Source: an optimization exercise on an open RTL-to-GDS flow (aim: small area and a short achievable clock period). Production flows keep margins and buffers that such runs may drop. In this exercise RTL edits were held to simulation tests only and were not proved equivalent to the original.

==> job 3205: inputs <==
==> flow/design.v <==
module seq_mem_4port
#(
  parameter WIDTH = 32,
  parameter SIZE = 32,
  parameter IDX_SIZE = 5
) (
  input  wire logic                clk,
  input  wire logic                reset,
  input  wire logic [IDX_SIZE-1:0] port0_addr,
  input  wire logic [IDX_SIZE-1:0] port1_addr,
  input  wire logic [IDX_SIZE-1:0] port2_addr,
  input  wire logic [IDX_SIZE-1:0] port3_addr,
  input  wire logic                port0_en,
  input  wire logic                port1_en,
  input  wire logic                port2_en,
  input  wire logic                port3_en,
  output      logic                port0_done,
  output      logic                port1_done,
  output      logic                port2_done,
  output      logic                port3_done,
  output      logic [ WIDTH-1:0] port0_read_data,
  output      logic [ WIDTH-1:0] port1_read_data,
  output      logic [ WIDTH-1:0] port2_read_data,
  output      logic [ WIDTH-1:0] port3_read_data,
  input  wire logic [ WIDTH-1:0] port0_write_data,
  input  wire logic [ WIDTH-1:0] port1_write_data,
  input  wire logic [ WIDTH-1:0] port2_write_data,
  input  wire logic [ WIDTH-1:0] port3_write_data,
  input  wire logic              port0_we,
  input  wire logic              port1_we,
  input  wire logic              port2_we,
  input  wire logic              port3_we
);
  logic [WIDTH-1:0] mem[SIZE-1:0];
  logic [IDX_SIZE-1:0] in_addr[0:3];
  logic                in_en[0:3];
  logic                in_we[0:3];
  logic [WIDTH-1:0]    in_wd[0:3];
  logic                done[0:3];
  logic [WIDTH-1:0]    read_out[0:3];
  assign in_addr[0] = port0_addr;
  assign in_addr[1] = port1_addr;
  assign in_addr[2] = port2_addr;
  assign in_addr[3] = port3_addr;
  assign in_en[0]   = port0_en;
  assign in_en[1]   = port1_en;
  assign in_en[2]   = port2_en;
  assign in_en[3]   = port3_en;
  assign in_we[0]   = port0_we;
  assign in_we[1]   = port1_we;
  assign in_we[2]   = port2_we;
  assign in_we[3]   = port3_we;
  assign in_wd[0]   = port0_write_data;
  assign in_wd[1]   = port1_write_data;
  assign in_wd[2]   = port2_write_data;
  assign in_wd[3]   = port3_write_data;
  assign port0_done      = done[0];
  assign port1_done      = done[1];
  assign port2_done      = done[2];
  assign port3_done      = done[3];
  assign port0_read_data = read_out[0];
  assign port1_read_data = read_out[1];
  assign port2_read_data = read_out[2];
  assign port3_read_data = read_out[3];
  logic [IDX_SIZE-1:0] s1_addr[0:3], s2_addr[0:3], s3_addr[0:3];
  logic [SIZE-1:0]     s4_hit[0:3];
  logic                s1_rd[0:3],   s2_rd[0:3],   s3_rd[0:3],   s4_rd[0:3];
  logic                s1_wr[0:3],   s2_wr[0:3],   s3_wr[0:3],   s4_wr[0:3];
  logic [WIDTH-1:0]    s1_data[0:3], s2_data[0:3], s3_data[0:3], s4_data[0:3];
  logic [3:0] rst_hist;
  logic       clear_out;
  assign clear_out = reset | (|rst_hist);
  always_ff @(posedge clk) begin
    rst_hist <= {rst_hist[2:0], reset};
  end
  logic [SIZE-1:0]  rsel[0:3];
  logic [WIDTH-1:0] in_data[0:3];
  always_comb begin
    for (int p = 0; p < 4; p = p + 1) begin
      for (int w = 0; w < SIZE; w = w + 1)
        rsel[p][w] = ~in_we[p] & (in_addr[p] == w);
      in_data[p] = {WIDTH{in_we[p]}} & in_wd[p];
      for (int w = 0; w < SIZE; w = w + 1)
        in_data[p] = in_data[p] | ({WIDTH{rsel[p][w]}} & mem[w]);
    end
  end
  logic s3_keep[0:3];
  always_comb begin
    for (int p = 0; p < 4; p = p + 1) begin
      s3_keep[p] = s3_wr[p];
      for (int q = 0; q < 4; q = q + 1)
        if (q > p && s3_wr[q] && s3_addr[q] == s3_addr[p])
          s3_keep[p] = 1'b0;
    end
  end
  always_ff @(posedge clk) begin
    for (int p = 0; p < 4; p = p + 1) begin
      s1_addr[p] <= in_addr[p];
      s1_data[p] <= in_data[p];
      s1_rd[p]   <= in_en[p] & ~in_we[p];
      s1_wr[p]   <= in_en[p] & in_we[p] & ~reset;
      s2_addr[p] <= s1_addr[p];
      s2_rd[p]   <= s1_rd[p];
      s2_wr[p]   <= s1_wr[p];
      s2_data[p] <= s1_data[p];
      s3_addr[p] <= s2_addr[p];
      s3_rd[p]   <= s2_rd[p];
      s3_wr[p]   <= s2_wr[p];
      s3_data[p] <= s2_data[p];
      for (int w = 0; w < SIZE; w = w + 1)
        s4_hit[p][w] <= s3_keep[p] & (s3_addr[p] == w);
      s4_rd[p]   <= s3_rd[p];
      s4_wr[p]   <= s3_wr[p];
      s4_data[p] <= s3_data[p];
      done[p]    <= in_en[p] & ~reset;
    end
  end
  always_ff @(posedge clk) begin
    for (int p = 0; p < 4; p = p + 1) begin
      read_out[p] <= ({WIDTH{~clear_out & s4_rd[p]}} & s4_data[p])
                   | ({WIDTH{~clear_out & ~s4_rd[p] & ~s4_wr[p]}} & read_out[p]);
    end
  end
  logic [3:0] whit[0:SIZE-1];
  always_comb begin
    for (int w = 0; w < SIZE; w = w + 1)
      for (int p = 0; p < 4; p = p + 1)
        whit[w][p] = s4_hit[p][w];
  end
  always_ff @(posedge clk) begin
    for (int w = 0; w < SIZE; w = w + 1)
      mem[w] <= ({WIDTH{whit[w][0]}} & s4_data[0])
              | ({WIDTH{whit[w][1]}} & s4_data[1])
              | ({WIDTH{whit[w][2]}} & s4_data[2])
              | ({WIDTH{whit[w][3]}} & s4_data[3])
              | ({WIDTH{~|whit[w]}} & mem[w]);
  end
endmodule
==> flow/flow/run.sh <==
#!/bin/bash
# The standard layout, with the memory array's flip-flops placed in a regular
# grid before global placement (flow/preplace.tcl) and released after it
# (flow/unfix.tcl). Each step's full output is in orfs/logs; standard.sh's
# own output is in standard.log.
set -euo pipefail
here=$(pwd)
export ARRAY_PITCH_X=${ARRAY_PITCH_X:-15}
export ARRAY_PITCH_Y=${ARRAY_PITCH_Y:-15}
export PRE_GLOBAL_PLACE_SKIP_IO_TCL=$here/flow/preplace.tcl
export PRE_GLOBAL_PLACE_TCL=$here/flow/preplace_check.tcl
export POST_GLOBAL_PLACE_TCL=$here/flow/unfix.tcl
bash standard.sh > standard.log 2>&1
==> flow/flow/preplace.tcl <==
# Place the memory array's flip-flops in a regular grid (bit b in column b,
# word w in row w) at the centre of the core and fix them for global
# placement; unfix.tcl releases them afterwards.
set block [ord::get_db_block]
set pitch_x $::env(ARRAY_PITCH_X)
set pitch_y $::env(ARRAY_PITCH_Y)
set dbu [$block getDbUnitsPerMicron]
set core [$block getCoreArea]
set cx [expr {([$core xMin] + [$core xMax]) / 2}]
set cy [expr {([$core yMin] + [$core yMax]) / 2}]
set px [expr {round($pitch_x * $dbu)}]
set py [expr {round($pitch_y * $dbu)}]
set x0 [expr {$cx - 16 * $px}]
set y0 [expr {$cy - 16 * $py}]

# rows by their y origin
set rows {}
foreach row [$block getRows] {
  set o [$row getOrigin]
  lappend rows [list [lindex $o 1] [lindex $o 0] $row]
}
set rows [lsort -integer -index 0 $rows]
set row_h [[[lindex [lindex $rows 0] 2] getSite] getHeight]
set site_w [[[lindex [lindex $rows 0] 2] getSite] getWidth]
set ry0 [lindex [lindex $rows 0] 0]

# occupied x intervals per row index, from the cells already placed (tap cells)
array set occ {}
foreach inst [$block getInsts] {
  if {![$inst isPlaced]} continue
  set bb [$inst getBBox]
  set r [expr {([$bb yMin] - $ry0) / $row_h}]
  lappend occ($r) [list [$bb xMin] [$bb xMax]]
}

proc free_at {r x w} {
  upvar occ occ
  if {![info exists occ($r)]} { return 1 }
  foreach iv $occ($r) {
    if {$x < [lindex $iv 1] && $x + $w > [lindex $iv 0]} { return 0 }
  }
  return 1
}

set n 0
foreach inst [$block getInsts] {
  set name [$inst getName]
  if {![regexp {^mem\\?\[(\d+)\\?\]\\?\[(\d+)\\?\]} $name -> w b]} continue
  set master [$inst getMaster]
  set w_dbu [$master getWidth]
  set tx [expr {$x0 + $b * $px}]
  set ty [expr {$y0 + $w * $py}]
  set r [expr {int(round(double($ty - $ry0) / $row_h))}]
  set rowrec [lindex $rows $r]
  set rx0 [lindex $rowrec 1]
  set x [expr {$rx0 + (($tx - $rx0) / $site_w) * $site_w}]
  while {![free_at $r $x $w_dbu]} { set x [expr {$x + $site_w}] }
  lappend occ($r) [list $x [expr {$x + $w_dbu}]]
  $inst setOrient [[lindex $rowrec 2] getOrient]
  $inst setLocation $x [lindex $rowrec 0]
  $inst setPlacementStatus FIRM
  incr n
}
puts "preplace: fixed $n memory flip-flops in a 32 x 32 grid, pitch $pitch_x x $pitch_y um"
==> flow/flow/preplace_check.tcl <==
# Report how many instances are held in place for global placement.
set n 0
foreach inst [[ord::get_db_block] getInsts] {
  if {[$inst getPlacementStatus] == "FIRM"} { incr n }
}
puts "preplace_check: $n instances held in place"
==> flow/flow/unfix.tcl <==
# Release the memory flip-flops that preplace.tcl fixed.
set n 0
foreach inst [[ord::get_db_block] getInsts] {
  if {[$inst getPlacementStatus] == "FIRM"} {
    $inst setPlacementStatus PLACED
    incr n
  }
}
puts "unfix: released $n instances"
==> flow/standard.sh <==
#!/bin/bash
# synth_recipe.tcl (not shown) runs the flow's synth.tcl, then flattens the netlist and writes it again
# the make line also repeats each setting of config.mk as NAME=value (left out here)
make -C /OpenROAD-flow-scripts/flow DESIGN_CONFIG=/design/flow/config.mk WORK_HOME=/design/flow/orfs CLKGATE_MAP_FILE= SYNTH_SCRIPT=/design/flow/synth_recipe.tcl "${@:-finish}"
==> flow/config.mk <==
export PLATFORM = sky130hd
export DESIGN_NAME = seq_mem_4port
export DESIGN_NICKNAME = seq_mem_4port
export VERILOG_FILES = /design/flow/design.v
export SDC_FILE = /design/flow/constraint.sdc
export NUM_CORES = 4
export LEC_CHECK = 0
export CAP_MARGIN = 20
export CORE_MARGIN = 2
export CORE_UTILIZATION = 25
export CTS_CLUSTER_DIAMETER = 150
export CTS_CLUSTER_SIZE = 30
export PLACE_DENSITY = 0.5
export SETUP_SLACK_MARGIN = 1.8
export SLEW_MARGIN = 20
==> flow/constraint.sdc <==
create_clock -name core_clock -period 4.0 [get_ports {clk}]
set_input_delay 0.8000 -clock core_clock [delete_from_list [all_inputs] [get_ports {clk}]]
set_output_delay 0.8000 -clock core_clock [all_outputs]
set_load 0.01 [all_outputs]
==> job 6900: changes against job 3205 <==
==> flow/flow/run.sh (replaced) <==
#!/bin/bash
# The standard layout, with one change in synthesis: the combinational logic
# is mapped with flow/area.abc instead of ORFS's speed script (flow/abc_proc.tcl
# swaps the script in ABC's arguments). Registers are mapped as in the
# standard synthesis. Each step's full output is in orfs/logs; standard.sh's
# own output is in standard.log.
set -euo pipefail
here=$(pwd)
export AREA_ABC_SCRIPT=$here/flow/area.abc
{ head -n 1 synth_recipe.tcl; cat flow/abc_proc.tcl; tail -n +2 synth_recipe.tcl; } > area_synth.tcl
bash standard.sh SYNTH_SCRIPT=$here/area_synth.tcl > standard.log 2>&1
==> flow/flow/abc_proc.tcl (new file) <==
# Map the logic with flow/area.abc (area-recovering mapping) in place of
# ORFS's speed script, and without a222oi_1, which has no stronger size;
# everything else in the synthesis is the standard flow's own.
proc abc {args} {
  set i [lsearch -exact $args -script]
  if {$i >= 0} { lset args [expr {$i + 1}] $::env(AREA_ABC_SCRIPT) }
  yosys abc {*}$args -dont_use sky130_fd_sc_hd__a222oi_1
}
==> flow/flow/area.abc (new file) <==
&get -n
&st
&syn2
&dch -f
&nf -R 1000
&put
- CORE_UTILIZATION: 25 -> 22
- CTS_CLUSTER_DIAMETER: 150 -> 100
- CTS_CLUSTER_SIZE: 30 -> 20
- PLACE_DENSITY: 0.5 -> 0.45
removed: flow/flow/preplace.tcl
removed: flow/flow/preplace_check.tcl
removed: flow/flow/unfix.tcl
==> job 9059: changes against job 3205 <==
--- a/flow/flow/run.sh
+++ b/flow/flow/run.sh
@@ -6,6 +6,6 @@
 set -euo pipefail
 here=$(pwd)
-export ARRAY_PITCH_X=${ARRAY_PITCH_X:-15}
-export ARRAY_PITCH_Y=${ARRAY_PITCH_Y:-15}
+export ARRAY_PITCH_X=${ARRAY_PITCH_X:-12.5}
+export ARRAY_PITCH_Y=${ARRAY_PITCH_Y:-12.5}
 export PRE_GLOBAL_PLACE_SKIP_IO_TCL=$here/flow/preplace.tcl
 export PRE_GLOBAL_PLACE_TCL=$here/flow/preplace_check.tcl
- CORE_UTILIZATION: 25 -> 40
- PLACE_DENSITY: 0.5 -> not set
- SETUP_SLACK_MARGIN: 1.8 -> 1.6
==> comparison table <==
metric                                                                    job 3205     job 6900                   job 9059
Outcome                                                  aborted with a tool error  no timing/DRC/antenna violations  aborted with a tool error
Failing step                                                               5_1_grt            -                    5_1_grt
Number of H-tree levels                                                          3            4                          3
Post-synthesis sequential area ratio                                        38.64%       43.82%                     38.64%
Fraction of synthesized cell area in xor and xnor cells                    0.2680%      0.3040%                    0.2680%
Post-Syn Nets                                                                11950         9641                      11950
Share of the synthesized area in the top cell type                          38.64%       43.82%                     38.64%
TritonCTS buffer count                                                          82          134                         74
Syn Area/Cell                                                            8.317 µm²    9.116 µm²                  8.317 µm²
Synthesized area                                                       0.09803 mm²  0.08645 mm²                0.09803 mm²
Starting density of the core                                                25.16%       22.06%                     40.27%
Total instance count after detailed placement                                16990        16080                      14760
Bufs on Longest Clock Path                                                       4            4                          3
Post-CTS Setup Repair Bufs                                                     227          216                         80
Pre-CTS worst setup slack                                              -0.05819 ns   -0.7198 ns                -0.02846 ns
Die Y-Extent                                                              630.2 µm     630.8 µm                   499.1 µm
Multiplexer fraction of the synthesized cell area                           2.078%           0%                     2.078%
Count of hold buffers inserted by post-cts repair                                1            1                          0
Total placed instance area                                              0.1188 mm²   0.1078 mm²                 0.1130 mm²
Instance count of the mapped netlist                                         11790         9483                      11790
Detailed Place HPWL                                                     1017000 µm    564400 µm                  813200 µm
Simple logic cell fraction of the synthesized area                          20.43%       17.77%                     20.43%
Resized cells post-CTS                                                        1261         1336                        323

## re-timing with driven ports
The results above use ideal ports. As a check the final layout listed here was re-extracted and re-timed, cells and wires unchanged. Step 1 sets driving cells, clkbuf_16 on the clock port and buf_2 on the other inputs (assumed; they add their load-dependent delay and slew). Step 2 times the ports against the registers' clock, not the clock port: input delays grow and output delays shrink by t, the midpoint of the rising clock arrivals with the driver on. a / b / c = no drivers / after step 1 / after step 2; a / b = the first two.
run: job 6900
shift t [ns]: 1.016
setup slack, ns: 1.309 / 1.377 / 0.362
hold slack, ns: 0.032 / -0.022 / 0.318
worst setup path at the end: input to register
worst data-port slew with drivers (ns): 0.12
After both steps job 6900 still meets setup and hold. The setup slack of job 6900 moves by +0.068 ns with the drivers and by -0.947 ns with both steps.
